From an optimization exercise on the open Yosys and OpenROAD flow, aimed at small area; shortcuts taken in it are not production practice.
Where RTL was checked, it was by simulation tests only, not by an equivalence proof against the original.
The clock input has no modelled driver; a real chip could not lean on it and would need a root buffer or a full tree.
No activity file was given, so power comes from the tool's default toggle rates.

## top_counter_up_down
module top_counter_up_down (
    input        clk,
    input        reset,
    output [3:0] fndCom,
    output [7:0] fndFont,
    output       tx,
    input        rx
);
export LEC_CHECK = 0
export ABC_AREA = 1
export CAP_MARGIN = 20
export CORE_MARGIN = 2
export CORE_UTILIZATION = 70
export SLEW_MARGIN = 20
create_clock -name core_clock -period 90.0 [get_ports {clk}]
standard.sh (not shown) runs the stock make flow with config.mk's settings and CLKGATE_MAP_FILE= SYNTH_SCRIPT=/design/flow/synth_recipe.tcl, a recipe that flattens the netlist after the stock synthesis.
==> flow/flow/run.sh <==
#!/bin/bash
# Own layout flow: the standard synthesis, then the combinational logic is
# re-mapped for area with a stronger ABC script (flip-flops kept as they are,
# checked by name, type and a combinational equivalence proof), then the standard flow's
# standard layout steps with smaller port buffers and no CTS dummy loads.
set -uo pipefail
W=$(pwd)
F=$W/flow
R=$W/orfs/results/$FLOW_PLATFORM/top_counter_up_down/base
LIB=$FLOW_HOME/platforms/$FLOW_PLATFORM/lib/sky130_fd_sc_hd__tt_025C_1v80.lib
DU=$(sed -n '/DONT_USE_CELLS +=/,/^#/p' $FLOW_HOME/platforms/$FLOW_PLATFORM/config.mk | tr -d '\\' | tr ' ' '\n' | grep '^sky130' | sed 's/^/-dont_use /' | tr '\n' ' ')

bash standard.sh synth > log_std_synth.txt 2>&1 || exit 1
cp $R/1_2_yosys.v $W/std_1_2_yosys.v

remap() { # in out abc_script
  cat > $2.ys <<EOC
read_liberty -ignore_miss_func $LIB
blackbox sky130_fd_sc_hd__df* sky130_fd_sc_hd__edf* sky130_fd_sc_hd__sdf* sky130_fd_sc_hd__dl*
read_verilog $1
hierarchy -top $FLOW_TOP
flatten
rename -hide w:_*
opt -purge
abc -script $3 -liberty $LIB $DU -D 90000
opt_clean -purge
hilomap -singleton -hicell sky130_fd_sc_hd__conb_1 HI -locell sky130_fd_sc_hd__conb_1 LO
tee -q -o $2.stat stat -liberty $LIB
select $FLOW_TOP
write_verilog -selected -noattr -noexpr -nohex -nodec $2
EOC
  yosys -q $2.ys > $2.log 2>&1
}

ffs() { grep -oE 'sky130_fd_sc_hd__(df|edf|sdf|dl)[a-z0-9_]*\s+\S+' $1 | awk '{print $1, $2}' | sort; }

check() { # candidate netlist: same flip-flops, combinationally equivalent
  ffs $W/std_1_2_yosys.v > $1.ffs_std
  ffs $1 > $1.ffs
  cmp -s $1.ffs_std $1.ffs || return 1
  python3 $F/cutff.py $W/std_1_2_yosys.v $1.gold_cut.v || return 1
  python3 $F/cutff.py $1 $1.gate_cut.v || return 1
  cat > $1.eq.ys <<EOC
read_liberty -ignore_miss_func $LIB
read_verilog $1.gold_cut.v
rename $FLOW_TOP gold
read_verilog $1.gate_cut.v
rename $FLOW_TOP gate
miter -equiv -flatten -make_assert gold gate m
hierarchy -top m
sat -verify -prove-asserts m
EOC
  yosys -q $1.eq.ys > $1.eq.log 2>&1
}

BEST=$W/std_1_2_yosys.v
if remap $W/std_1_2_yosys.v $W/remap1.v $F/remap1.abc && check $W/remap1.v; then
  BEST=$W/remap1.v
  if remap $W/remap1.v $W/remap2.v $F/remap2.abc && check $W/remap2.v; then
    a1=$(grep -oE "Chip area for module[^:]*: [0-9.]+" $W/remap1.v.stat | awk '{print $NF}')
    a2=$(grep -oE "Chip area for module[^:]*: [0-9.]+" $W/remap2.v.stat | awk '{print $NF}')
    if python3 -c "import sys; sys.exit(0 if float('$a2') < float('$a1') else 1)"; then BEST=$W/remap2.v; fi
  fi
fi
echo "netlist used: $BEST" > log_remap_choice.txt
if [[ $BEST != $W/std_1_2_yosys.v ]]; then
  cp $BEST $R/1_2_yosys.v
  rm -f $R/1_synth.odb $R/1_synth.sdc
fi

export BUFFER_PORTS_ARGS="-buffer_cell sky130_fd_sc_hd__buf_1"
export CTS_ARGS="-sink_clustering_enable -repair_clock_nets -dont_use_dummy_load"
bash standard.sh cts > log_std_cts.txt 2>&1 || exit 1

# Clock distribution: NCLUST buffers fed by the clock port, each driving one
# cluster of flip-flops; kept only if the estimated clock-pin slew is low.
cp $R/4_cts.odb $W/4_cts_orfs.odb
PLATFORM_DIR=$FLOW_HOME/platforms/$FLOW_PLATFORM IN_ODB=$R/4_cts.odb IN_SDC=$R/4_cts.sdc \
  OUT_ODB=$W/4_cts_recluster.odb NCLUST=${NCLUST:-3} LEAF_CELL=${LEAF_CELL:-sky130_fd_sc_hd__clkbuf_16} \
  openroad -no_init -exit $F/recluster.tcl > log_recluster.txt 2>&1
slew=$(grep -oE "RECLUSTER: worst clock pin slew [0-9.e-]+" log_recluster.txt | awk '{print $NF}')
if [[ -f $W/4_cts_recluster.odb && -n "$slew" ]] && python3 -c "import sys; sys.exit(0 if float('$slew') < 0.105 else 1)"; then
  cp $W/4_cts_recluster.odb $R/4_cts.odb
  echo "recluster used, slew $slew" >> log_remap_choice.txt
else
  echo "recluster not used ($slew)" >> log_remap_choice.txt
fi

bash standard.sh finish > log_std_finish.txt 2>&1
Other scripts of this flow, unchanged in this note and not shown: flow/flow/cutff.py, flow/flow/recluster.tcl, flow/flow/remap1.abc, flow/flow/remap2.abc
The baseline finished with timing, DRC and antenna clean.
Next try:
--- a/flow/config.mk
+++ b/flow/config.mk
@@ -10,3 +10,3 @@
 export CORE_MARGIN = 2
-export CORE_UTILIZATION = 70
+export CORE_UTILIZATION = 85
 export SLEW_MARGIN = 20
What happened:
- Now the flow failed in 3_3_place_gp
- synthesized cell count does not change
- synthesized area is unchanged
Next try:
--- a/flow/config.mk
+++ b/flow/config.mk
@@ -8,5 +8,6 @@
 export ABC_AREA = 1
-export CAP_MARGIN = 20
+export CAP_MARGIN = 0
 export CORE_MARGIN = 2
-export CORE_UTILIZATION = 85
-export SLEW_MARGIN = 20
+export CORE_UTILIZATION = 75
+export GPL_TIMING_DRIVEN = 0
+export SLEW_MARGIN = 0
After rerunning: The changed run finished clean; area after synthesis stays the same; synthesized cell count stays the same.
In the first and third runs of this note the design's own scripts or RTL, not TritonCTS, make the clock network.

Another version of the RTL of top_counter_up_down (not shown whole).
Size: ~62 flip-flops, roughly 16 I/O pins, roughly 3600 sq um of cells after synthesis.
clock: 90.0 ns
lec_check: 0
abc_area: 1
cap_margin: 20
core_margin: 2
core_utilization: 70
cts_cluster_diameter: 500
cts_cluster_size: 100
slew_margin: 20
run.sh (not shown) runs the stock make flow with config.mk's settings and CLKGATE_MAP_FILE= SYNTH_SCRIPT=/design/flow/synth_recipe.tcl, a recipe that flattens the netlist after the stock synthesis.
Stock flow here: none of the scripts above is used.
The starting point ran to the end with no violations.
Next try:
--- a/flow/config.mk
+++ b/flow/config.mk
@@ -11,4 +11,3 @@
 export CORE_UTILIZATION = 70
-export CTS_CLUSTER_DIAMETER = 500
-export CTS_CLUSTER_SIZE = 100
+export CTS_BUF_LIST = sky130_fd_sc_hd__clkbuf_4
 export SLEW_MARGIN = 20
=> Routed wire length is higher by 0.31%; register-to-register slack is worse by 20 ps; via count is about the same; sequential share of layout area is higher by 0.70 points.
Next try:
--- a/flow/config.mk
+++ b/flow/config.mk
@@ -11,3 +11,2 @@
 export CORE_UTILIZATION = 70
-export CTS_BUF_LIST = sky130_fd_sc_hd__clkbuf_4
 export SLEW_MARGIN = 20
What happened: The new run finished with timing, DRC and antenna clean. Via count is about the same. First-iteration DRC count goes down by about 17%. Total power went up by about 12%. Routed wire length went down by 0.31%. Worst hold slack loses 7.6 ps.
Function was not checked in any run of this note: the RTL went through the layout flow alone.

Setup of the reference run:
The RTL this note starts from:
==> flow/design.v <==
`timescale 1ns / 1ps
module uart (
    input        clk,
    input        reset,
    input        br_tick,
    input        ph2,
    output       tx,
    output [7:0] rx_data,
    output       rx_done,
    input        rx
);
    localparam R_IDLE = 8'h14, R_START = 8'h78;
    reg [7:0] ps;                           
    wire [7:0] p = ps ^ R_IDLE;
    reg [7:0] rd;
    wire [3:0] pb = p[7:4];
    wire r_wait = ~pb[3] & ~pb[1] & pb[0];    
    assign rx_done = r_wait & ~p[2];
    assign rx_data = rd;
    always @(posedge clk, posedge reset) begin
        if (reset) ps <= 8'd0;
        else if (r_wait) ps <= rx ? 8'd0 : (R_START ^ R_IDLE);
        else if (br_tick) ps <= (p + 8'd1) ^ R_IDLE;
    end
    always @(posedge clk) begin
        if (br_tick & pb[3] & (p[3:0] == 4'hf)) rd <= {rx, rd[7:1]};
    end
    localparam T_IDLE = 8'h11, T_START = 8'h70;
    reg [7:0] qs;                           
    wire [7:0] q = qs ^ T_IDLE;
    reg [7:0] td;
    reg       z;
    wire [3:0] qb = q[7:4];
    wire t_idle = ~qb[3] & ~qb[1] & qb[0] & q[0];
    wire t_load = t_idle & rx_done;
    always @(posedge clk, posedge reset) begin
        if (reset) qs <= 8'd0;
        else if (t_idle) begin
            if (rx_done) qs <= T_START ^ T_IDLE;
        end else if (br_tick) qs <= (q + 8'd1) ^ T_IDLE;
    end
    always @(posedge clk) begin
        if (t_load) begin
            td <= rd;
            z  <= ~rx;
        end
    end
    assign tx = (~qb[3] & qb[1]) ? (ph2 & (q[3:0] == 4'd0)) : qb[3] ? (td[qb[2:0]] & ~z) : 1'b1;
endmodule
`timescale 1ns / 1ps
module top_counter_up_down (
    input        clk,
    input        reset,
    output [3:0] fndCom,
    output [7:0] fndFont,
    output       tx,
    input        rx
);
    wire        br_tick, scan_tick, ph2;
    wire [7:0]  rx_data;
    wire        rx_done;
    wire        en, clear_cmd, mode;
    wire [15:0] bcd;
    tick_gen U_TickGen (
        .clk      (clk),
        .reset    (reset),
        .br_tick  (br_tick),
        .scan_tick(scan_tick),
        .ph2      (ph2)
    );
    uart U_uart (
        .clk    (clk),
        .reset  (reset),
        .br_tick(br_tick),
        .ph2    (ph2),
        .tx     (tx),
        .rx_data(rx_data),
        .rx_done(rx_done),
        .rx     (rx)
    );
    control_unit U_ControlUnit (
        .clk    (clk),
        .reset  (reset),
        .rx_data(rx_data),
        .rx_done(rx_done),
        .en       (en),
        .clear_cmd(clear_cmd),
        .mode     (mode)
    );
    counter_bcd U_Counter (
        .clk  (clk),
        .reset(reset),
        .en       (en),
        .clear_cmd(clear_cmd),
        .mode     (mode),
        .bcd  (bcd)
    );
    fndController U_FndController (
        .clk      (clk),
        .reset    (reset),
        .scan_tick(scan_tick),
        .bcd      (bcd),
        .fndCom   (fndCom),
        .fndFont  (fndFont)
    );
endmodule
module control_unit (
    input            clk,
    input            reset,
    input      [7:0] rx_data,
    input            rx_done,
    output reg       en,
    output           clear_cmd,
    output reg       mode
);
    wire hi   = (rx_data[7:6] == 2'b01);
    wire is_r = hi && (rx_data[4:0] == 5'b10010);
    wire is_c = hi && (rx_data[4:0] == 5'b00011);
    wire is_m = hi && (rx_data[4:0] == 5'b01101);
    assign clear_cmd = rx_done & is_c & ~en;
    always @(posedge clk, posedge reset) begin
        if (reset) begin
            en   <= 1'b0;
            mode <= 1'b0;
        end else begin
            if (rx_done && is_m) mode <= ~mode;
            if (rx_done && is_r) en <= ~en;
        end
    end
endmodule
module counter_bcd (
    input             clk,
    input             reset,
    input             en,
    input             clear_cmd,
    input             mode,
    output reg [15:0] bcd
);
    reg [4:0] ds;                           
    wire [4:0] div = ds ^ 5'd6;
    wire tick  = &div;
    wire clear = ~(div[4] | div[3] | div[1]);    
    always @(posedge clk, posedge reset) begin
        if (reset) begin
            ds <= 5'd0;
        end else if (clear) begin
            ds <= 5'd0;
        end else if (clear_cmd) begin
            ds <= 5'd6;
        end else if (en) begin
            ds <= ((div + 5'd1) | {2'b00, {3{tick}}}) ^ 5'd6;
        end
    end
    wire step = en & tick;
    wire [3:0] t0, t1, t2, t3;
    wire c1, c2, c3, c4;
    bcd_digit_t U_D0 (.d(bcd[3:0]),   .dn(mode), .ci(step), .t(t0), .co(c1));
    bcd_digit_t U_D1 (.d(bcd[7:4]),   .dn(mode), .ci(c1),   .t(t1), .co(c2));
    bcd_digit_t U_D2 (.d(bcd[11:8]),  .dn(mode), .ci(c2),   .t(t2), .co(c3));
    bcd_digit_t U_D3 (.d(bcd[15:12]), .dn(mode), .ci(c3),   .t(t3), .co(c4));
    always @(posedge clk, posedge reset) begin
        if (reset) begin
            bcd <= 16'd0;
        end else if (clear) begin
            bcd <= 16'd0;
        end else begin
            bcd <= bcd ^ {t3, t2, t1, t0};
        end
    end
endmodule
module bcd_digit_t (
    input  [3:0] d,
    input        dn,
    input        ci,
    output [3:0] t,
    output       co
);
    wire [2:0] e = d[2:0] ^ {3{dn}};
    wire term = dn ? ~(d[3] | d[2] | d[1] | d[0]) : (d[3] & d[0]);
    assign co   = ci & term;
    assign t[0] = ci;
    assign t[1] = ci & e[0] & ~term;
    assign t[2] = ci & e[0] & e[1] & ~term;
    assign t[3] = ci & ((e[0] & e[1] & e[2]) | term);
endmodule
`timescale 1ns / 1ps
module tick_gen (
    input  clk,
    input  reset,
    output br_tick,
    output scan_tick,
    output ph2
);
    reg [3:0] c;
    wire c10 = c[3] & c[1];
    always @(posedge clk, posedge reset) begin
        if (reset) c <= 4'd0;
        else if (c10) c <= 4'd1;
        else c <= c + 4'd1;
    end
    assign scan_tick = c10;
    assign br_tick   = c10 | (c[2] & ~c[1] & c[0]);           
    assign ph2       = ~c[3] & c[1] & ~(c[2] ^ c[0]);        
endmodule
module fndController (
    input         clk,
    input         reset,
    input         scan_tick,
    input  [15:0] bcd,
    output [ 3:0] fndCom,
    output [ 7:0] fndFont
);
    reg [1:0] sel;
    always @(posedge clk, posedge reset) begin
        if (reset) sel <= 2'd0;
        else if (scan_tick) sel <= sel + 2'd1;
    end
    wire [3:0] on = 4'b0001 << sel;
    assign fndCom = ~on;
    wire [3:0] dig = ({4{on[0]}} & bcd[3:0]) | ({4{on[1]}} & bcd[7:4]) |
                     ({4{on[2]}} & bcd[11:8]) | ({4{on[3]}} & bcd[15:12]);
    wire w = dig[3], x = dig[2], y = dig[1], z = dig[0];
    wire a_off = (~w & ~x & ~y & z) | (x & ~y & ~z);
    wire b_off = x & (y ^ z);
    wire c_off = ~x & y & ~z;
    wire d_off = a_off | (x & y & z);
    wire e_off = z | (x & ~y);
    wire f_off = (y & z) | (~w & ~x & (y | z));
    wire g_off = (~w & ~x & ~y) | (x & y & z);
    wire ones_lt5 = ~bcd[3] & ~(bcd[2] & (bcd[1] | bcd[0]));
    wire dp = ~((sel == 2'd1) & ones_lt5);
    assign fndFont = {dp, g_off, f_off, e_off, d_off, c_off, b_off, a_off};
endmodule
clock: 90.0 ns
lec_check: 0
abc_area: 1
cap_margin: 0
core_margin: 2
core_utilization: 75
gpl_timing_driven: 0
slew_margin: 0
standard.sh (not shown) runs the stock make flow with config.mk's settings and CLKGATE_MAP_FILE= SYNTH_SCRIPT=/design/flow/synth_recipe.tcl, a recipe that flattens the netlist after the stock synthesis.
==> flow/flow/run.sh <==
#!/bin/bash
# Own layout flow: the standard synthesis, then the combinational logic is
# re-mapped for area with a stronger ABC script (flip-flops kept as they are,
# checked by name, type and a combinational equivalence proof), then the standard flow's
# standard layout steps with smaller port buffers and no CTS dummy loads.
set -uo pipefail
W=$(pwd)
F=$W/flow
R=$W/orfs/results/$FLOW_PLATFORM/top_counter_up_down/base
LIB=$FLOW_HOME/platforms/$FLOW_PLATFORM/lib/sky130_fd_sc_hd__tt_025C_1v80.lib
DU=$(sed -n '/DONT_USE_CELLS +=/,/^#/p' $FLOW_HOME/platforms/$FLOW_PLATFORM/config.mk | tr -d '\\' | tr ' ' '\n' | grep '^sky130' | sed 's/^/-dont_use /' | tr '\n' ' ')

bash standard.sh synth > log_std_synth.txt 2>&1 || exit 1
cp $R/1_2_yosys.v $W/std_1_2_yosys.v

remap() { # in out abc_script
  cat > $2.ys <<EOC
read_liberty -ignore_miss_func $LIB
blackbox sky130_fd_sc_hd__df* sky130_fd_sc_hd__edf* sky130_fd_sc_hd__sdf* sky130_fd_sc_hd__dl*
read_verilog $1
hierarchy -top $FLOW_TOP
flatten
rename -hide w:_*
opt -purge
abc -script $3 -liberty $LIB $DU -D 90000
opt_clean -purge
hilomap -singleton -hicell sky130_fd_sc_hd__conb_1 HI -locell sky130_fd_sc_hd__conb_1 LO
tee -q -o $2.stat stat -liberty $LIB
select $FLOW_TOP
write_verilog -selected -noattr -noexpr -nohex -nodec $2
EOC
  yosys -q $2.ys > $2.log 2>&1
}

ffs() { grep -oE 'sky130_fd_sc_hd__(df|edf|sdf|dl)[a-z0-9_]*\s+\S+' $1 | awk '{print $1, $2}' | sort; }

check() { # candidate netlist: same flip-flops, combinationally equivalent
  ffs $W/std_1_2_yosys.v > $1.ffs_std
  ffs $1 > $1.ffs
  cmp -s $1.ffs_std $1.ffs || return 1
  python3 $F/cutff.py $W/std_1_2_yosys.v $1.gold_cut.v || return 1
  python3 $F/cutff.py $1 $1.gate_cut.v || return 1
  cat > $1.eq.ys <<EOC
read_liberty -ignore_miss_func $LIB
read_verilog $1.gold_cut.v
rename $FLOW_TOP gold
read_verilog $1.gate_cut.v
rename $FLOW_TOP gate
miter -equiv -flatten -make_assert gold gate m
hierarchy -top m
sat -verify -prove-asserts m
EOC
  yosys -q $1.eq.ys > $1.eq.log 2>&1
}

# deepsyn with a few seeds in parallel, each followed by an area re-mapping;
# the smallest netlist that passes the checks is used
BEST=$W/std_1_2_yosys.v
for G in "1 2 3 4" "5 6 7 8"; do
  for S in $G; do
    printf 'strash\n&get -n\n&deepsyn -T 30 -S %s\n&put\ndch -f\nmap -a\ntopo\n' $S > $W/deepsyn$S.abc
    ( remap $W/std_1_2_yosys.v $W/remap_s$S.v $W/deepsyn$S.abc && remap $W/remap_s$S.v $W/remap_s${S}_a.v $F/amap.abc ) &
  done
  wait
done
for cand in $(for f in $W/remap_s?.v $W/remap_s?_a.v; do
                [[ -f $f.stat ]] && echo "$(grep -oE 'Chip area for module[^:]*: [0-9.]+' $f.stat | awk '{print $NF}') $f"
              done | sort -n | awk '{print $2}'); do
  if check $cand; then BEST=$cand; break; fi
done
echo "netlist used: $BEST" > log_remap_choice.txt
if [[ $BEST != $W/std_1_2_yosys.v ]]; then
  cp $BEST $R/1_2_yosys.v
  rm -f $R/1_synth.odb $R/1_synth.sdc
fi

export BUFFER_PORTS_ARGS="-buffer_cell sky130_fd_sc_hd__buf_1"
export CTS_ARGS="-sink_clustering_enable -repair_clock_nets -dont_use_dummy_load"
bash standard.sh cts > log_std_cts.txt 2>&1 || exit 1

cp $R/4_cts.odb $W/4_cts_orfs.odb
: > log_recluster.txt
for cfg in "4 sky130_fd_sc_hd__buf_6" "3 sky130_fd_sc_hd__buf_8" "4 sky130_fd_sc_hd__buf_8" "3 sky130_fd_sc_hd__clkbuf_16"; do
  set -- $cfg
  rm -f $W/4_cts_recluster.odb
  echo "== $cfg" >> log_recluster.txt
  PLATFORM_DIR=$FLOW_HOME/platforms/$FLOW_PLATFORM IN_ODB=$W/4_cts_orfs.odb IN_SDC=$R/4_cts.sdc \
    OUT_ODB=$W/4_cts_recluster.odb NCLUST=$1 LEAF_CELL=$2 \
    openroad -no_init -exit $F/recluster.tcl >> log_recluster.txt 2>&1
  slew=$(grep -oE "RECLUSTER: worst clock pin slew [0-9.e-]+" log_recluster.txt | tail -1 | awk '{print $NF}')
  if [[ -f $W/4_cts_recluster.odb && -n "$slew" ]] && python3 -c "import sys; sys.exit(0 if float('$slew') < 0.108 else 1)"; then
    cp $W/4_cts_recluster.odb $R/4_cts.odb
    echo "recluster used: $cfg, slew $slew" >> log_remap_choice.txt
    break
  fi
  echo "recluster $cfg not used ($slew)" >> log_remap_choice.txt
done

bash standard.sh finish > log_std_finish.txt 2>&1
Other scripts of this flow, unchanged in this note and not shown: flow/flow/amap.abc, flow/flow/cutff.py, flow/flow/recluster.tcl
The reference run finished all stages; the layout is clean.
Relative to the reference run, the following input files were edited for the trial run:
Settings: setting CELL_PAD_IN_SITES_DETAIL_PLACEMENT to 0 for the first time; changing CORE_UTILIZATION from 75 to 80; setting CELL_PAD_IN_SITES_GLOBAL_PLACEMENT to 0 for the first time.
diff --git a/flow/flow/run.sh b/flow/flow/run.sh
--- a/flow/flow/run.sh
+++ b/flow/flow/run.sh
@@ -90,3 +90,3 @@
   slew=$(grep -oE "RECLUSTER: worst clock pin slew [0-9.e-]+" log_recluster.txt | tail -1 | awk '{print $NF}')
-  if [[ -f $W/4_cts_recluster.odb && -n "$slew" ]] && python3 -c "import sys; sys.exit(0 if float('$slew') < 0.108 else 1)"; then
+  if [[ -f $W/4_cts_recluster.odb && -n "$slew" ]] && python3 -c "import sys; sys.exit(0 if float('$slew') < 0.112 else 1)"; then
     cp $W/4_cts_recluster.odb $R/4_cts.odb
[summary]
- As far as post-detailed-route count of antenna-violating nets goes, the reference run and the trial run are indistinguishable; the numbers are identical.
- The trial run ends up with a global-route usage that is 5.2 points higher than in the reference run.
- Min initial standard-cell utilization of the core across the trial run and the reference run: the reference run
- The flow did not stop early for the trial run: all stages ran, and the layout cleared the timing, DRC and antenna checks.
- In the flow results for the trial run and the reference run, the area growth from synthesis to layout is smaller on the trial run.
In every run of this note, the design's own scripts or RTL, not TritonCTS, make the clock network.

-- static timing again, ports no longer ideal --
The results above use ideal ports. As a check the final layouts listed here were re-extracted and re-timed, cells and wires unchanged.
Step 1 (the two cells are an assumption about what drives the block):
set clk [get_ports {clk}]
set_driving_cell -lib_cell sky130_fd_sc_hd__clkbuf_16 $clk
set_driving_cell -lib_cell sky130_fd_sc_hd__buf_2 [delete_from_list [all_inputs] $clk]
Step 2 moves the port delays by t, midway between the first and last clock arrival at a register: inputs arrive t later, outputs are due t later. That takes back most of the time a late clock gives input paths.
Slacks: ideal ports / drivers / drivers and shift; pairs: ideal ports / drivers.
run	t (ns)	setup slack, ns	latest minus earliest clock arrival (ns)
the first run of note 1	0.200	69.773 / 69.716 / 69.916	0.022 / 0.022
the third run of note 1	0.206	69.611 / 69.549 / 69.755	0.018 / 0.018
the first run of note 2	0.369	69.282 / 69.257 / 69.627	0.011 / 0.011
the second run of note 2	0.437	69.202 / 69.178 / 69.615	0.018 / 0.018
the third run of note 2	0.369	69.282 / 69.257 / 69.627	0.011 / 0.011
the reference run	0.185	69.631 / 69.563 / 69.748	0.013 / 0.013
the trial run	0.185	69.348 / 69.291 / 69.476	0.017 / 0.016
After both steps setup and hold are still met in every run listed.
